From an optimization exercise on the open Yosys and OpenROAD flow, aimed at small area; shortcuts taken in it are not production practice.
RTL that was checked went through simulation tests only; none was proved equivalent to the original.
No activity file was given, so power comes from the tool's default toggle rates.

==> inputs of v35 <==
Design audio_core, start of the top module:
module audio_core(
	input clk,          
	input rst,          
	input tick,         
	input tick_1m,      
	input [15:0] accel_z,     
	input accel_valid,        
	output wire beat,   
	output [7:0] LED,   
	input PB_PLY, 	     
	input [3:0]  VOL,	  
	output P,		     
	output [3:0] SEGA,  
	output [7:0] SEGD,  
	output [7:0] BPM,   
	input [15:0] DATA,	  
	output note_req,      
	output song_end       
	);
	wire [1:0] MODE;
	wire [3:0] NOTE;
	wire [5:0] TONE;
	wire       DONE;
	wire       EN;
	reg PLAY;
	reg LATCH_PB_PLY;
	always @(posedge clk) begin
		if (rst) begin
			PLAY <= 0;
			LATCH_PB_PLY <= 0;
		end else begin
			if (PB_PLY && ~LATCH_PB_PLY)
				PLAY <= ~PLAY;
			LATCH_PB_PLY <= PB_PLY;
		end
	end
	wire cmd = DATA[15] & DATA[14];
	assign MODE     = cmd ? 2'b00 : DATA[15:14];
	assign NOTE     = cmd ? 4'b0  : DATA[3:0];
	assign TONE     = DATA[13:8];
	assign song_end = PLAY && cmd && (DATA[7:0] == 0);
	assign note_req = DONE & PLAY;
	wire [2:0] acls;
	double_thermometer LED_display (
		.clk(clk), .rst(rst), .accel_z(accel_z), .accel_valid(accel_valid),
		.cls(acls), .out(LED));
	beatmaker bm (
		.clk(clk), .rst(rst), .accel_z(accel_z), .accel_valid(accel_valid),
		.cls(acls), .beat(beat));
	bpmcalculator bpmcalc (
		.clk(clk), .rst(rst), .tick(tick), .beat(beat), .bpm_out(BPM));
	timing_controller timing_ctrl_blk (clk, rst, tick_1m, BPM, MODE, NOTE, PLAY, EN, DONE);
	display  disp_blk (clk, rst, BPM, PLAY, SEGA, SEGD);
	tone     tone_blk (clk, rst, TONE, EN & PLAY, VOL, P);
endmodule
==> flow/config.mk <==
export PLATFORM = sky130hd
export DESIGN_NAME = audio_core
export DESIGN_NICKNAME = audio_core
export VERILOG_FILES = /design/flow/design.v
export SDC_FILE = /design/flow/constraint.sdc
export NUM_CORES = 4
export LEC_CHECK = 0
export CAP_MARGIN = 20
export CORE_MARGIN = 2
export CORE_UTILIZATION = 35
export CTS_BUF_LIST = sky130_fd_sc_hd__clkbuf_8
export GPL_TIMING_DRIVEN = 0
export PLACE_DENSITY = 0.55
export SLEW_MARGIN = 20
==> flow/constraint.sdc <==
create_clock -name core_clock -period 10.0 [get_ports {clk}]
set_input_delay 2.0000 -clock core_clock [delete_from_list [all_inputs] [get_ports {clk}]]
set_output_delay 2.0000 -clock core_clock [all_outputs]
set_load 0.01 [all_outputs]
standard.sh (not shown) runs the stock make flow with config.mk's settings and CLKGATE_MAP_FILE= SYNTH_SCRIPT=/design/flow/synth_recipe.tcl, a recipe that flattens the netlist after the stock synthesis.
==> flow/flow/run.sh <==
#!/bin/bash
# The standard layout (standard.sh) with these changes:
#  - synthesis: Yosys's abc step, which maps the logic between the registers
#    to cells, runs flow/area.abc (ABC's area-oriented mapping with area
#    recovery) instead of ORFS's script, and adders are not first cut out into
#    half/full-adder cells (ADDER_MAP_FILE empty), so that ABC maps them with
#    the rest. The synthesis is otherwise synth_recipe.tcl as it is, so the
#    registers, their names and their cells are the standard synthesis's.
#  - placement: every input and output port still gets a buffer, but a buf_1
#    (BUFFER_PORTS_ARGS) rather than the delay buffer buffer_ports picks.
# Every other step is the standard one. Make's output goes to flow_make.log,
# each step's log to orfs/logs/.
set -euo pipefail
W=$(pwd)
F=$W/flow
# synthesis script: an abc wrapper put in front of synth_recipe.tcl
{
	echo "proc abc {args} {"
	echo "  set i [lsearch -exact \$args -script]"
	echo "  if {\$i >= 0} { lset args [expr {\$i + 1}] {$F/area.abc} }"
	echo "  yosys abc {*}\$args"
	echo "}"
	cat "$W/synth_recipe.tcl"
} > "$W/area_synth.tcl"
# standard.sh with the synthesis script replaced and the extra settings
EXTRA="ADDER_MAP_FILE= 'BUFFER_PORTS_ARGS=-buffer_cell sky130_fd_sc_hd__buf_1'"
sed "s#SYNTH_SCRIPT=[^ ]*#SYNTH_SCRIPT=$W/area_synth.tcl $EXTRA#" "$W/standard.sh" > "$W/area_standard.sh"
grep -q "SYNTH_SCRIPT=$W/area_synth.tcl ADDER_MAP_FILE=" "$W/area_standard.sh"
bash "$W/area_standard.sh" "${@:-finish}" > "$W/flow_make.log" 2>&1
==> flow/flow/area.abc <==
strash
&get -n
&fraig -x
&put
dc2
strash
&get -n
&deepsyn -T 100
&dch -f
&nf -R 1000
&put
==> v12: changes against v35 <==
--- a/flow/design.v
+++ b/flow/design.v
@@ -1,25 +1,25 @@
 module bpm_from_interval(input [7:0] b, output reg [12:0] reload);
 	always @(*) begin
 		case (b)
-			8'd0: reload = 13'd7842;
-			8'd1: reload = 13'd7842;
-			8'd2: reload = 13'd7842;
-			8'd3: reload = 13'd7842;
-			8'd4: reload = 13'd7842;
-			8'd5: reload = 13'd7842;
-			8'd6: reload = 13'd7842;
-			8'd7: reload = 13'd7842;
-			8'd8: reload = 13'd7842;
-			8'd9: reload = 13'd7842;
-			8'd10: reload = 13'd7842;
-			8'd11: reload = 13'd7842;
-			8'd12: reload = 13'd7842;
-			8'd13: reload = 13'd7842;
-			8'd14: reload = 13'd7842;
+			8'd0: reload = 13'd6453;
+			8'd1: reload = 13'd6453;
+			8'd2: reload = 13'd6453;
+			8'd3: reload = 13'd6453;
+			8'd4: reload = 13'd6453;
+			8'd5: reload = 13'd6453;
+			8'd6: reload = 13'd6453;
+			8'd7: reload = 13'd6453;
+			8'd8: reload = 13'd6453;
+			8'd9: reload = 13'd6453;
+			8'd10: reload = 13'd6453;
+			8'd11: reload = 13'd6453;
+			8'd12: reload = 13'd6453;
+			8'd13: reload = 13'd6453;
+			8'd14: reload = 13'd6453;
 			8'd15: reload = 13'd6453;
 			8'd16: reload = 13'd6453;
 			8'd17: reload = 13'd6453;
 			8'd18: reload = 13'd6453;
 			8'd19: reload = 13'd6453;
 			8'd20: reload = 13'd6453;
 			8'd21: reload = 13'd6453;
@@ -931,49 +931,39 @@
 	output reg [3:0] 	SEGA; 		 
 	output [7:0] 	SEGD; 		    
 	wire [11:0] BCD;
 	reg [3:0]			CURRENT_DIG; 
 	byte_to_BCD btb_blk (BPM, BCD);
 	bcdtoseg seg_disp_blk (CURRENT_DIG, SEGD[7:1]);
 	assign SEGD[0] = 1;
-	reg [16:0] wave;
-	wire at_0     = (wave == 17'h00001);    
-	wire at_24999 = (wave == 17'h0A094);
-	wire at_49999 = (wave == 17'h0E622);
-	wire at_74999 = (wave == 17'h01E56);
-	wire at_99999 = (wave == 17'h0FCBC);    
-	reg [1:0] q;
-	always @(*) begin
-		if (at_0)           q = 2'd0;
-		else if (at_24999)  q = 2'd1;
-		else if (at_49999)  q = 2'd2;
-		else if (at_74999)  q = 2'd3;
-		else if (!SEGA[1])  q = 2'd1;
-		else if (!SEGA[2])  q = 2'd2;
-		else if (!SEGA[3])  q = 2'd3;
-		else                q = 2'd0;
-	end
+	reg [14:0] wave;
+	reg [1:0]  quart;
+	wire qend = (wave == 15'h18CA);
+	wire last = qend & (&quart);            
+	wire [1:0] q = quart + {1'b0, qend};
 	always @(posedge CLK) begin
 		if (RST) begin
-			wave <= 17'h00001;
+			wave <= 15'h0001;
+			quart <= 2'd0;
 			SEGA <= 4'b1111;
 			CURRENT_DIG <= 4'h0;
-		end else if (at_99999) begin
-			wave <= 17'h00001;
 		end else begin
-			wave <= {wave[15:0], wave[16] ^ wave[13]};
-			case (q)
-				2'd0: begin
-					SEGA <= PLAY ? 4'b1111 : 4'b1110;
-					CURRENT_DIG <= PLAY ? 4'h0 : 4'hF;
-				end
-				2'd1: begin SEGA <= 4'b1101; CURRENT_DIG <= BCD[11:8]; end
-				2'd2: begin SEGA <= 4'b1011; CURRENT_DIG <= BCD[7:4]; end
-				default: begin SEGA <= 4'b0111; CURRENT_DIG <= BCD[3:0]; end
-			endcase
+			wave <= qend ? 15'h0001 : {wave[13:0], wave[14] ^ wave[13]};
+			quart <= q;
+			if (!last) begin
+				case (q)
+					2'd0: begin
+						SEGA <= PLAY ? 4'b1111 : 4'b1110;
+						CURRENT_DIG <= PLAY ? 4'h0 : 4'hF;
+					end
+					2'd1: begin SEGA <= 4'b1101; CURRENT_DIG <= BCD[11:8]; end
+					2'd2: begin SEGA <= 4'b1011; CURRENT_DIG <= BCD[7:4]; end
+					default: begin SEGA <= 4'b0111; CURRENT_DIG <= BCD[3:0]; end
+				endcase
+			end
 		end
 	end
 endmodule
 `timescale 1ns / 1ps
 module double_thermometer(
 	input clk,
 	input rst,
--- a/flow/flow/run.sh
+++ b/flow/flow/run.sh
@@ -4,14 +4,16 @@
 #    to cells, runs flow/area.abc (ABC's area-oriented mapping with area
 #    recovery) instead of ORFS's script, and adders are not first cut out into
 #    half/full-adder cells (ADDER_MAP_FILE empty), so that ABC maps them with
 #    the rest. The synthesis is otherwise synth_recipe.tcl as it is, so the
 #    registers, their names and their cells are the standard synthesis's.
 #  - placement: every input and output port still gets a buffer, but a buf_1
 #    (BUFFER_PORTS_ARGS) rather than the delay buffer buffer_ports picks.
+#  - clock tree: no dummy loads (CTS_ARGS: the standard arguments and the
+#    buffer list, with -dont_use_dummy_load).
 # Every other step is the standard one. Make's output goes to flow_make.log,
 # each step's log to orfs/logs/.
 set -euo pipefail
 W=$(pwd)
 F=$W/flow
 # synthesis script: an abc wrapper put in front of synth_recipe.tcl
 {
@@ -22,8 +24,9 @@
 	echo "}"
 	cat "$W/synth_recipe.tcl"
 } > "$W/area_synth.tcl"
 # standard.sh with the synthesis script replaced and the extra settings
 EXTRA="ADDER_MAP_FILE= 'BUFFER_PORTS_ARGS=-buffer_cell sky130_fd_sc_hd__buf_1'"
 sed "s#SYNTH_SCRIPT=[^ ]*#SYNTH_SCRIPT=$W/area_synth.tcl $EXTRA#" "$W/standard.sh" > "$W/area_standard.sh"
 grep -q "SYNTH_SCRIPT=$W/area_synth.tcl ADDER_MAP_FILE=" "$W/area_standard.sh"
+export CTS_ARGS="-sink_clustering_enable -repair_clock_nets -buf_list {sky130_fd_sc_hd__clkbuf_8} -sink_clustering_size 20 -dont_use_dummy_load"
 bash "$W/area_standard.sh" "${@:-finish}" > "$W/flow_make.log" 2>&1
==> flow/flow/area.abc (replaced) <==
strash
&get -n
&fraig -x
&put
dc2
strash
&get -n
&dch -f
&nf -R 1000
&put
CAP_MARGIN = 10   (was 20)
CTS_BUF_LIST = sky130_fd_sc_hd__clkbuf_4 sky130_fd_sc_hd__clkbuf_8   (was sky130_fd_sc_hd__clkbuf_8)
SLEW_MARGIN = 10   (was 20)
==> v14: changes against v35 <==
--- a/flow/design.v
+++ b/flow/design.v
@@ -1,25 +1,25 @@
 module bpm_from_interval(input [7:0] b, output reg [12:0] reload);
 	always @(*) begin
 		case (b)
-			8'd0: reload = 13'd7842;
-			8'd1: reload = 13'd7842;
-			8'd2: reload = 13'd7842;
-			8'd3: reload = 13'd7842;
-			8'd4: reload = 13'd7842;
-			8'd5: reload = 13'd7842;
-			8'd6: reload = 13'd7842;
-			8'd7: reload = 13'd7842;
-			8'd8: reload = 13'd7842;
-			8'd9: reload = 13'd7842;
-			8'd10: reload = 13'd7842;
-			8'd11: reload = 13'd7842;
-			8'd12: reload = 13'd7842;
-			8'd13: reload = 13'd7842;
-			8'd14: reload = 13'd7842;
+			8'd0: reload = 13'd6453;
+			8'd1: reload = 13'd6453;
+			8'd2: reload = 13'd6453;
+			8'd3: reload = 13'd6453;
+			8'd4: reload = 13'd6453;
+			8'd5: reload = 13'd6453;
+			8'd6: reload = 13'd6453;
+			8'd7: reload = 13'd6453;
+			8'd8: reload = 13'd6453;
+			8'd9: reload = 13'd6453;
+			8'd10: reload = 13'd6453;
+			8'd11: reload = 13'd6453;
+			8'd12: reload = 13'd6453;
+			8'd13: reload = 13'd6453;
+			8'd14: reload = 13'd6453;
 			8'd15: reload = 13'd6453;
 			8'd16: reload = 13'd6453;
 			8'd17: reload = 13'd6453;
 			8'd18: reload = 13'd6453;
 			8'd19: reload = 13'd6453;
 			8'd20: reload = 13'd6453;
 			8'd21: reload = 13'd6453;
@@ -924,56 +924,51 @@
 		~7'b0000000;
 endmodule
 module display(CLK, RST, BPM, PLAY, SEGA, SEGD);
 	input 			CLK;		 
 	input 			RST;		 
 	input [7:0]		BPM;		 
 	input 		  PLAY;		 
-	output reg [3:0] 	SEGA; 		 
+	output [3:0] 	SEGA; 		 
 	output [7:0] 	SEGD; 		    
 	wire [11:0] BCD;
 	reg [3:0]			CURRENT_DIG; 
 	byte_to_BCD btb_blk (BPM, BCD);
 	bcdtoseg seg_disp_blk (CURRENT_DIG, SEGD[7:1]);
 	assign SEGD[0] = 1;
-	reg [16:0] wave;
-	wire at_0     = (wave == 17'h00001);    
-	wire at_24999 = (wave == 17'h0A094);
-	wire at_49999 = (wave == 17'h0E622);
-	wire at_74999 = (wave == 17'h01E56);
-	wire at_99999 = (wave == 17'h0FCBC);    
-	reg [1:0] q;
-	always @(*) begin
-		if (at_0)           q = 2'd0;
-		else if (at_24999)  q = 2'd1;
-		else if (at_49999)  q = 2'd2;
-		else if (at_74999)  q = 2'd3;
-		else if (!SEGA[1])  q = 2'd1;
-		else if (!SEGA[2])  q = 2'd2;
-		else if (!SEGA[3])  q = 2'd3;
-		else                q = 2'd0;
-	end
+	reg [14:0] wave;
+	reg [1:0]  quart;
+	wire qend = (wave == 15'h18CA);
+	wire last = qend & (&quart);            
+	wire [1:0] q = quart + {1'b0, qend};
+	reg play_d, held;
+	assign SEGA = held ? 4'b0111 :
+	              (quart == 2'd0) ? {3'b111, play_d} :
+	              (quart == 2'd1) ? 4'b1101 :
+	              (quart == 2'd2) ? 4'b1011 : 4'b0111;
 	always @(posedge CLK) begin
 		if (RST) begin
-			wave <= 17'h00001;
-			SEGA <= 4'b1111;
+			wave <= 15'h0001;
+			quart <= 2'd0;
+			play_d <= 1'b1;
+			held <= 1'b0;
 			CURRENT_DIG <= 4'h0;
-		end else if (at_99999) begin
-			wave <= 17'h00001;
 		end else begin
-			wave <= {wave[15:0], wave[16] ^ wave[13]};
-			case (q)
-				2'd0: begin
-					SEGA <= PLAY ? 4'b1111 : 4'b1110;
-					CURRENT_DIG <= PLAY ? 4'h0 : 4'hF;
-				end
-				2'd1: begin SEGA <= 4'b1101; CURRENT_DIG <= BCD[11:8]; end
-				2'd2: begin SEGA <= 4'b1011; CURRENT_DIG <= BCD[7:4]; end
-				default: begin SEGA <= 4'b0111; CURRENT_DIG <= BCD[3:0]; end
-			endcase
+			wave <= qend ? 15'h0001 : {wave[13:0], wave[14] ^ wave[13]};
+			quart <= q;
+			play_d <= PLAY;
+			held <= last;
+			if (!last) begin
+				case (q)
+					2'd0:    CURRENT_DIG <= PLAY ? 4'h0 : 4'hF;
+					2'd1:    CURRENT_DIG <= BCD[11:8];
+					2'd2:    CURRENT_DIG <= BCD[7:4];
+					default: CURRENT_DIG <= BCD[3:0];
+				endcase
+			end
 		end
 	end
 endmodule
 `timescale 1ns / 1ps
 module double_thermometer(
 	input clk,
 	input rst,
==> flow/flow/run.sh (replaced) <==
#!/bin/bash
# The standard layout (standard.sh) with these changes:
#  - synthesis: Yosys's abc step, which maps the logic between the registers
#    to cells, runs flow/area.abc (ABC's area-oriented mapping with area
#    recovery) instead of ORFS's script, and adders are not first cut out into
#    half/full-adder cells (ADDER_MAP_FILE empty), so that ABC maps them with
#    the rest. The synthesis is otherwise synth_recipe.tcl as it is, so the
#    registers, their names and their cells are the standard synthesis's.
#  - the buffers synthesis puts between a net and each further output port it
#    drives (insbuf) are buf_1 rather than buf_4 (MIN_BUF_CELL_AND_PORTS).
#  - placement: every input and output port still gets a buffer, but a buf_1
#    (BUFFER_PORTS_ARGS) rather than the delay buffer buffer_ports picks.
#  - clock tree: no dummy loads (CTS_ARGS: the standard arguments and the
#    buffer list, with -dont_use_dummy_load).
# Every other step is the standard one. Make's output goes to flow_make.log,
# each step's log to orfs/logs/.
set -euo pipefail
W=$(pwd)
F=$W/flow
# synthesis script: an abc wrapper put in front of synth_recipe.tcl
{
	echo "proc abc {args} {"
	echo "  set i [lsearch -exact \$args -script]"
	echo "  if {\$i >= 0} { lset args [expr {\$i + 1}] {$F/area.abc} }"
	echo "  yosys abc {*}\$args"
	echo "}"
	cat "$W/synth_recipe.tcl"
} > "$W/area_synth.tcl"
# standard.sh with the synthesis script replaced and the extra settings
EXTRA="ADDER_MAP_FILE= 'BUFFER_PORTS_ARGS=-buffer_cell sky130_fd_sc_hd__buf_1' 'MIN_BUF_CELL_AND_PORTS=sky130_fd_sc_hd__buf_1 A X'"
sed "s#SYNTH_SCRIPT=[^ ]*#SYNTH_SCRIPT=$W/area_synth.tcl $EXTRA#" "$W/standard.sh" > "$W/area_standard.sh"
grep -q "SYNTH_SCRIPT=$W/area_synth.tcl ADDER_MAP_FILE=" "$W/area_standard.sh"
export CTS_ARGS="-sink_clustering_enable -repair_clock_nets -buf_list {sky130_fd_sc_hd__clkbuf_4 sky130_fd_sc_hd__clkbuf_8} -dont_use_dummy_load"
bash "$W/area_standard.sh" "${@:-finish}" > "$W/flow_make.log" 2>&1
==> flow/flow/area.abc (replaced) <==
strash
&get -n
&fraig -x
&put
dc2
strash
&get -n
&deepsyn -T 100
&dch -f
&nf -R 1000
&put
strash
&get -n
&dch -f
&nf -R 1000
&put
CAP_MARGIN = 10   (was 20)
CTS_BUF_LIST = sky130_fd_sc_hd__clkbuf_4 sky130_fd_sc_hd__clkbuf_8   (was sky130_fd_sc_hd__clkbuf_8)
SLEW_MARGIN = 10   (was 20)
==> run notes <==
v35 completed with no timing, DRC or antenna violations. v12 produced a clean layout. v14 completed without violations.
Between v35 and v14, the lower sequential cell count is in v14 (gap 2).
Against v35, the critical path depth of v12 is lower by 2.
Between v12 and v14, the lower wire length is in v14 (gap 5.3%, measured against v14).
Between v14 and v35, the lower sequential power is in v35 (gap about 2%, measured against v35).
Against v35, the worst hold slack of v14 is better by 0.0045 ns.
Via count, lowest first: v14, v35, v12.
Global-route usage, highest first: v14, v35, v12.
The lowest register-to-register slack belongs to v14, the highest to v12.
Cell count: v12 is larger than v14 (4.2%).
Core utilization: v12 is lower than v14 (0.40 points).
For v35 and v14, only the layout was checked, not whether the RTL still works.

[port drivers added, routing unchanged]
Ports are ideal in the flow. The routed layouts listed here were re-timed in OpenROAD.
Step 1 sets driving cells, clkbuf_16 on the clock port and buf_2 on the other inputs (assumed; they add their load-dependent delay and slew).
Step 2 adds t to the input delays and takes it off the output delays; t is the mean of the earliest and latest rising clock arrival at the registers after step 1. Input paths then give back, and output paths get back, about the clock's delay inside the block.
Three values: ideal, step 1, step 2; two values: the first two.
run	shift t [ns]	setup slack, ns	latest minus earliest clock arrival (ns)
v35	0.502	0.933 / 0.933 / 0.933	0.024 / 0.024
v12	0.484	1.017 / 1.017 / 1.017	0.053 / 0.054
v14	0.474	0.665 / 0.665 / 0.665	0.042 / 0.042
After both steps setup and hold are still met in every run listed.
